Context: an optimization exercise on an open-source flow, tuned for small area and a short achievable clock period. The choices shown serve that exercise and are no tape-out recipe. RTL that was checked went through simulation tests only; none was proved equivalent to the original.

==> inputs of build 98 <==
==> flow/design.v (excerpt) <==
module tanh9slices (
    input wire clk,
    input wire rst_n,
    input wire signed [15:0] x0_in,
    input wire signed [15:0] x1_in,
    input wire valid_in,
    output wire signed [15:0] y0_out,
    output wire signed [15:0] y1_out,
    output reg valid_out
);
Settings: LEC_CHECK=0, CAP_MARGIN=20, CORE_MARGIN=2, CORE_UTILIZATION=40, SLEW_MARGIN=20; clock period 8.0 ns.
standard.sh (not shown) runs the stock make flow with config.mk's settings and CLKGATE_MAP_FILE= SYNTH_SCRIPT=/design/flow/synth_recipe.tcl, a recipe that flattens the netlist after the stock synthesis.
==> flow/flow/run.sh <==
#!/bin/bash
set -euo pipefail
mapfile -t KNOBS < <(grep -v '^\s*$' flow/knobs.txt)
bash standard.sh "${KNOBS[@]}" finish > flow_make.log 2>&1
==> flow/flow/knobs.txt <==
SETUP_SLACK_MARGIN=5.6
CTS_BUF_LIST=sky130_fd_sc_hd__clkbuf_8
BUFFER_PORTS_ARGS=-buffer_cell sky130_fd_sc_hd__buf_2
==> build 58 (differences from build 98) <==
--- a/flow/design.v
+++ b/flow/design.v
@@ -67,66 +67,66 @@
     wire p38 = (gD & u[5]) | (gC & u[9]) | (gA & ~u[9]);
     wire p39 = (gA & ~s) | (~(gA) & u[7]);
     wire p40 = (gB & s) | (gC & u[1]) | (gA & ~u[4]) | (gs5 & u[9]);
     wire p41 = (gB & u[0]) | (gC & u[10]) | (gD & u[3]) | (gE & u[5]) | (gA & ~u[7]);
     wire p42 = (gB & u[2]) | (gD & u[6]);
     wire p43 = (gB & u[4]);
     wire p44 = (gA & ~s) | (~(gA) & u[8]);
-    wire p45 = (gA & u[0]) | (gB & u[1]) | (gE & u[10]) | (gC & u[2]) | (gD & u[4]);
-    wire p46 = (gB & u[3]) | (gA & ~u[5]) | (gE & u[6]) | (gD & u[7]);
-    wire p47 = gD1 | (gB & u[5]) | (gA & ~u[8]);
+    wire p45 = (gA & u[0]) | (gB & u[1]) | (gs5 & u[10]) | (gC & u[2]);
+    wire p46 = (gB & u[3]) | (gD & u[4]) | (gA & ~u[5]) | (gE & u[6]);
+    wire p47 = (gB & u[5]) | (gD & u[7]) | (gA & ~u[8]);
     wire p48 = (gA & ~s) | (~(gA) & u[9]);
     wire p49 = (gA & u[1]) | (gB & u[2]) | (gC & u[3]) | (gD & u[5]) | (gE & u[7]);
     wire p50 = (gB & u[4]) | (gA & ~u[6]) | (gD & u[8]);
     wire p51 = gD2 | (gB & u[6]) | (gA & ~u[9]);
-    wire gs52 = gB | gC | gE;
-    wire p53 = gD2 | (gA & s) | (gs52 & u[10]) | (gD1 & u[6]);
-    wire p54 = gE | (gA & u[2]) | (gB & u[3]) | (gC & u[4]) | (gD & u[9]);
-    wire p55 = (gB & u[5]) | (gD2 & u[6]) | (gA & ~u[7]) | (gE & u[8]);
-    wire p56 = (gB & u[7]);
-    wire gs57 = gA | gC | gE | gD1;
-    wire p58 = gs57 | (gB & u[4]) | (gD2 & u[7]);
-    wire p59 = (gA & u[3]) | (gC & u[5]) | (gB & u[6]) | (gD1 & u[7]) | (gE & u[9]);
-    wire p60 = (gB & u[8]) | (gA & ~u[8]);
-    wire gs61 = gA | gB | gC | gD1;
-    wire p62 = gs61 | (gE & u[10]) | (gD2 & u[8]);
-    wire p63 = (gA & u[4]) | (gB & u[5]) | (gC & u[6]) | (gD1 & u[8]);
-    wire p64 = (gB & u[7]) | (gA & ~u[9]);
-    wire p65 = (gB & u[9]);
-    wire p66 = (gB & u[10]) | (gA & u[5]) | (gC & u[7]) | (gD & u[9]);
-    wire p67 = gD2 | (gB & u[6]);
-    wire p68 = (gB & u[8]);
-    wire gs69 = gA | gB | gE | gD1;
-    wire p70 = gs69 | (gC & u[8]);
-    wire p71 = (gA & u[6]) | (gB & u[7]);
-    wire p72 = (gB & u[9]);
-    wire gs73 = gA | gB | gE | gD2;
-    wire p74 = gs73 | (gC & u[9]);
-    wire p75 = (gB & u[10]) | (gA & u[7]);
-    wire p76 = (gB & u[8]);
-    wire gs77 = gA | gD | gE;
-    wire p78 = gs77 | (gC & u[10]) | (gB & u[9]);
-    wire p79 = (gA & u[8]);
-    wire p80 = ~(gB) | (gB & u[10]);
-    wire p81 = (gA & u[9]);
-    wire p82 = ~(gB);
+    wire p52 = (gA & s) | (~(gA) & u[10]);
+    wire p53 = gs5 | (gA & u[2]) | (gB & u[3]) | (gC & u[4]);
+    wire p54 = (gB & u[5]) | (gD & u[6]) | (gA & ~u[7]) | (gE & u[8]);
+    wire p55 = (gB & u[7]) | (gD & u[9]);
+    wire gs56 = gA | gC | gE | gD1;
+    wire p57 = gs56 | (gD2 & u[10]) | (gB & u[4]);
+    wire p58 = (gA & u[3]) | (gC & u[5]) | (gB & u[6]) | (gD & u[7]) | (gE & u[9]);
+    wire p59 = (gD1 & u[10]) | (gB & u[8]) | (gA & ~u[8]);
+    wire gs60 = gA | gB | gC;
+    wire p61 = gs60 | (gE & u[10]) | (gD & u[8]);
+    wire p62 = (gA & u[4]) | (gB & u[5]) | (gC & u[6]);
+    wire p63 = (gB & u[7]) | (gA & ~u[9]);
+    wire p64 = (gB & u[9]);
+    wire p65 = (gB & u[10]) | (gA & u[5]) | (gC & u[7]) | (gD & u[9]);
+    wire p66 = gD2 | (gB & u[6]);
+    wire p67 = (gB & u[8]);
+    wire gs68 = gA | gB | gE;
+    wire p69 = gs68 | (gD & u[10]) | (gC & u[8]);
+    wire p70 = (gA & u[6]) | (gB & u[7]);
+    wire p71 = (gB & u[9]);
+    wire gs72 = gA | gB | gE | gD2;
+    wire p73 = gs72 | (gC & u[9]);
+    wire p74 = (gB & u[10]) | (gA & u[7]);
+    wire p75 = (gB & u[8]);
+    wire gs76 = gA | gD | gE;
+    wire p77 = gs76 | (gC & u[10]) | (gB & u[9]);
+    wire p78 = (gA & u[8]);
+    wire p79 = ~(gB) | (gB & u[10]);
+    wire p80 = (gA & u[9]);
+    wire p81 = ~(gB);
+    wire p82 = (gA & u[10]);
     wire s83 = p26 ^ p27;
     wire c84 = p26 & p27;
     wire s85 = p31 ^ p32;
     wire c86 = p31 & p32;
     wire s87 = p35 ^ p36;
     wire c88 = p35 & p36;
     wire s89 = p39 ^ p40 ^ p41;
     wire c90 = (p39 & p40) | (p39 & p41) | (p40 & p41);
     wire s91 = p44 ^ p45;
     wire c92 = p44 & p45;
     wire s93 = p48 ^ p49;
     wire c94 = p48 & p49;
-    wire s95 = p53 ^ p54;
-    wire c96 = p53 & p54;
+    wire s95 = p52 ^ p53;
+    wire c96 = p52 & p53;
     wire s97 = p14 ^ p15;
     wire c98 = p14 & p15;
     wire s99 = p18 ^ p19 ^ p20;
     wire c100 = (p18 & p19) | (p18 & p20) | (p19 & p20);
     wire s101 = p22 ^ p23 ^ p24;
     wire c102 = (p22 & p23) | (p22 & p24) | (p23 & p24);
     wire s103 = p28 ^ p29 ^ p30;
@@ -137,26 +137,26 @@
     wire c108 = (p37 & p38) | (p37 & c86) | (p38 & c86);
     wire s109 = p42 ^ p43 ^ c88;
     wire c110 = (p42 & p43) | (p42 & c88) | (p43 & c88);
     wire s111 = p46 ^ p47 ^ c90;
     wire c112 = (p46 & p47) | (p46 & c90) | (p47 & c90);
     wire s113 = p50 ^ p51 ^ c92;
     wire c114 = (p50 & p51) | (p50 & c92) | (p51 & c92);
-    wire s115 = p55 ^ p56 ^ c94;
-    wire c116 = (p55 & p56) | (p55 & c94) | (p56 & c94);
-    wire s117 = p58 ^ p59 ^ p60;
-    wire c118 = (p58 & p59) | (p58 & p60) | (p59 & p60);
-    wire s119 = p62 ^ p63 ^ p64;
-    wire c120 = (p62 & p63) | (p62 & p64) | (p63 & p64);
-    wire s121 = p66 ^ p67;
-    wire c122 = p66 & p67;
-    wire s123 = p70 ^ p71;
-    wire c124 = p70 & p71;
-    wire s125 = p74 ^ p75;
-    wire c126 = p74 & p75;
+    wire s115 = p54 ^ p55 ^ c94;
+    wire c116 = (p54 & p55) | (p54 & c94) | (p55 & c94);
+    wire s117 = p57 ^ p58 ^ p59;
+    wire c118 = (p57 & p58) | (p57 & p59) | (p58 & p59);
+    wire s119 = p61 ^ p62 ^ p63;
+    wire c120 = (p61 & p62) | (p61 & p63) | (p62 & p63);
+    wire s121 = p65 ^ p66;
+    wire c122 = p65 & p66;
+    wire s123 = p69 ^ p70;
+    wire c124 = p69 & p70;
+    wire s125 = p73 ^ p74;
+    wire c126 = p73 & p74;
     wire s127 = p10 ^ p12;
     wire c128 = p10 & p12;
     wire s129 = p16 ^ p17 ^ s97;
     wire c130 = (p16 & p17) | (p16 & s97) | (p17 & s97);
     wire s131 = p21 ^ c98 ^ s99;
     wire c132 = (p21 & c98) | (p21 & s99) | (c98 & s99);
     wire s133 = p25 ^ c100 ^ s101;
@@ -173,28 +173,29 @@
     wire c144 = (s91 & c110) | (s91 & s111) | (c110 & s111);
     wire s145 = s93 ^ c112 ^ s113;
     wire c146 = (s93 & c112) | (s93 & s113) | (c112 & s113);
     wire s147 = s95 ^ c114 ^ s115;
     wire c148 = (s95 & c114) | (s95 & s115) | (c114 & s115);
     wire s149 = c96 ^ c116 ^ s117;
     wire c150 = (c96 & c116) | (c96 & s117) | (c116 & s117);
-    wire s151 = p65 ^ c118 ^ s119;
-    wire c152 = (p65 & c118) | (p65 & s119) | (c118 & s119);
-    wire s153 = p68 ^ c120 ^ s121;
-    wire c154 = (p68 & c120) | (p68 & s121) | (c120 & s121);
-    wire s155 = p72 ^ c122 ^ s123;
-    wire c156 = (p72 & c122) | (p72 & s123) | (c122 & s123);
-    wire s157 = p76 ^ c124 ^ s125;
-    wire c158 = (p76 & c124) | (p76 & s125) | (c124 & s125);
-    wire s159 = p78 ^ p79 ^ c126;
-    wire c160 = (p78 & p79) | (p78 & c126) | (p79 & c126);
-    wire s161 = p80 ^ p81;
-    wire c162 = p80 & p81;
-    wire [21:0] ra = {p82, c160, c158, c156, c154, c152, c150, c148, c146, c144, c142, c140, c138, c136, c134, c132, c130, c128, p13, p8, p6, p2};
-    wire [21:0] rb = {c162, s161, s159, s157, s155, s153, s151, s149, s147, s145, s143, s141, s139, s137, s135, s133, s131, s129, s127, p9, p7, p3};
+    wire s151 = p64 ^ c118 ^ s119;
+    wire c152 = (p64 & c118) | (p64 & s119) | (c118 & s119);
+    wire s153 = p67 ^ c120 ^ s121;
+    wire c154 = (p67 & c120) | (p67 & s121) | (c120 & s121);
+    wire s155 = p71 ^ c122 ^ s123;
+    wire c156 = (p71 & c122) | (p71 & s123) | (c122 & s123);
+    wire s157 = p75 ^ c124 ^ s125;
+    wire c158 = (p75 & c124) | (p75 & s125) | (c124 & s125);
+    wire s159 = p77 ^ p78 ^ c126;
+    wire c160 = (p77 & p78) | (p77 & c126) | (p78 & c126);
+    wire s161 = p79 ^ p80;
+    wire c162 = p79 & p80;
+    wire s163 = p81 ^ p82;
+    wire [21:0] ra = {c162, c160, c158, c156, c154, c152, c150, c148, c146, c144, c142, c140, c138, c136, c134, c132, c130, c128, p13, p8, p6, p2};
+    wire [21:0] rb = {s163, s161, s159, s157, s155, s153, s151, s149, s147, s145, s143, s141, s139, s137, s135, s133, s131, s129, s127, p9, p7, p3};
     wire [4:0] lo = {1'b0, ra[3:0]} + {1'b0, rb[3:0]};
     reg        s2_s, s2_sat, s2_c;
     reg [21:4] s2_a, s2_b;
     always @(posedge clk) begin
         s2_s <= s; s2_sat <= s1_sat; s2_c <= lo[4]; s2_a <= ra[21:4]; s2_b <= rb[21:4];
     end
     wire [21:4] sum = s2_a + s2_b + {17'd0, s2_c};
==> flow/flow/knobs.txt (replaced) <==
SETUP_SLACK_MARGIN=5.6
CTS_BUF_LIST=sky130_fd_sc_hd__clkbuf_8
BUFFER_PORTS_ARGS=-buffer_cell sky130_fd_sc_hd__buf_2
CORE_UTILIZATION=65
PLACE_DENSITY=0.75
==> results_dict.tcl <==
set metrics [dict create \
    die_y_um 121 \
    wl_met3_um 1650 \
    power_clock_mw 0.524 \
    clk_latency_ns 0.47 \
    cts_setup_buffers 2 \
    core_region_area_mm2 0.0133 \
    rr_startpoint "lane1.gB$_DFF_P_" \
    p_seq_share_pct 36.2 \
    synthDistinctLibCells 74 \
    multi_input_cells 730 \
    die_x_um 121 \
    dpl.cell_count 1191 \
    dr.pass1.iters 9 \
    outcome "timing/DRC/antenna clean" \
    use_met1_pct 41.3 \
    synthAdderAreaFrac_pct 21.0 \
]
-- figures above: build 58

==> results_dict.tcl <==
set metrics [dict create \
    multi_input_cells 723 \
    synthDistinctLibCells 63 \
    period_needed_ns 2.55 \
    outcome "timing/DRC/antenna clean" \
    dpl.cell_count 1297 \
    die_x_um 153 \
    rr_startpoint "lane1.s1_u[5]$_DFF_P_" \
    power_clock_mw 0.531 \
    die_y_um 153 \
    dr.pass1.iters 5 \
    hold_violations 0 \
    wl_met3_um 1340 \
    cts_setup_buffers 7 \
    clk_latency_ns 0.45 \
]
-- figures above: build 98

Only the layout flow was run in build 98; the RTL was not checked for function there.

afterwards: timing with drivers on the ports:
The results above use ideal ports. As a check the final layouts listed here were re-extracted and re-timed, cells and wires unchanged.
Step 1 assumes that a clkbuf_16 drives the clock port and a buf_2 every other input.
Step 2 moves the port delays by t, midway between the first and last clock arrival at a register: inputs arrive t later, outputs are due t later. That takes back most of the time a late clock gives input paths.
a / b / c = ideal / step 1 / step 2; a / b = the first two.
| run | t, ns | slack for setup (ns) | hold WS [ns] |
|---|---|---|---|
| build 98 | 0.482 | 5.455 / 5.417 / 5.205 | 0.363 / 0.363 / 0.363 |
| build 58 | 0.493 | 5.451 / 5.413 / 5.216 | 0.359 / 0.359 / 0.359 |
After both steps setup and hold are still met in every run listed. For build 98, which loses most, drivers alone change the setup slack by -0.038 ns; drivers and shift together by -0.250 ns.
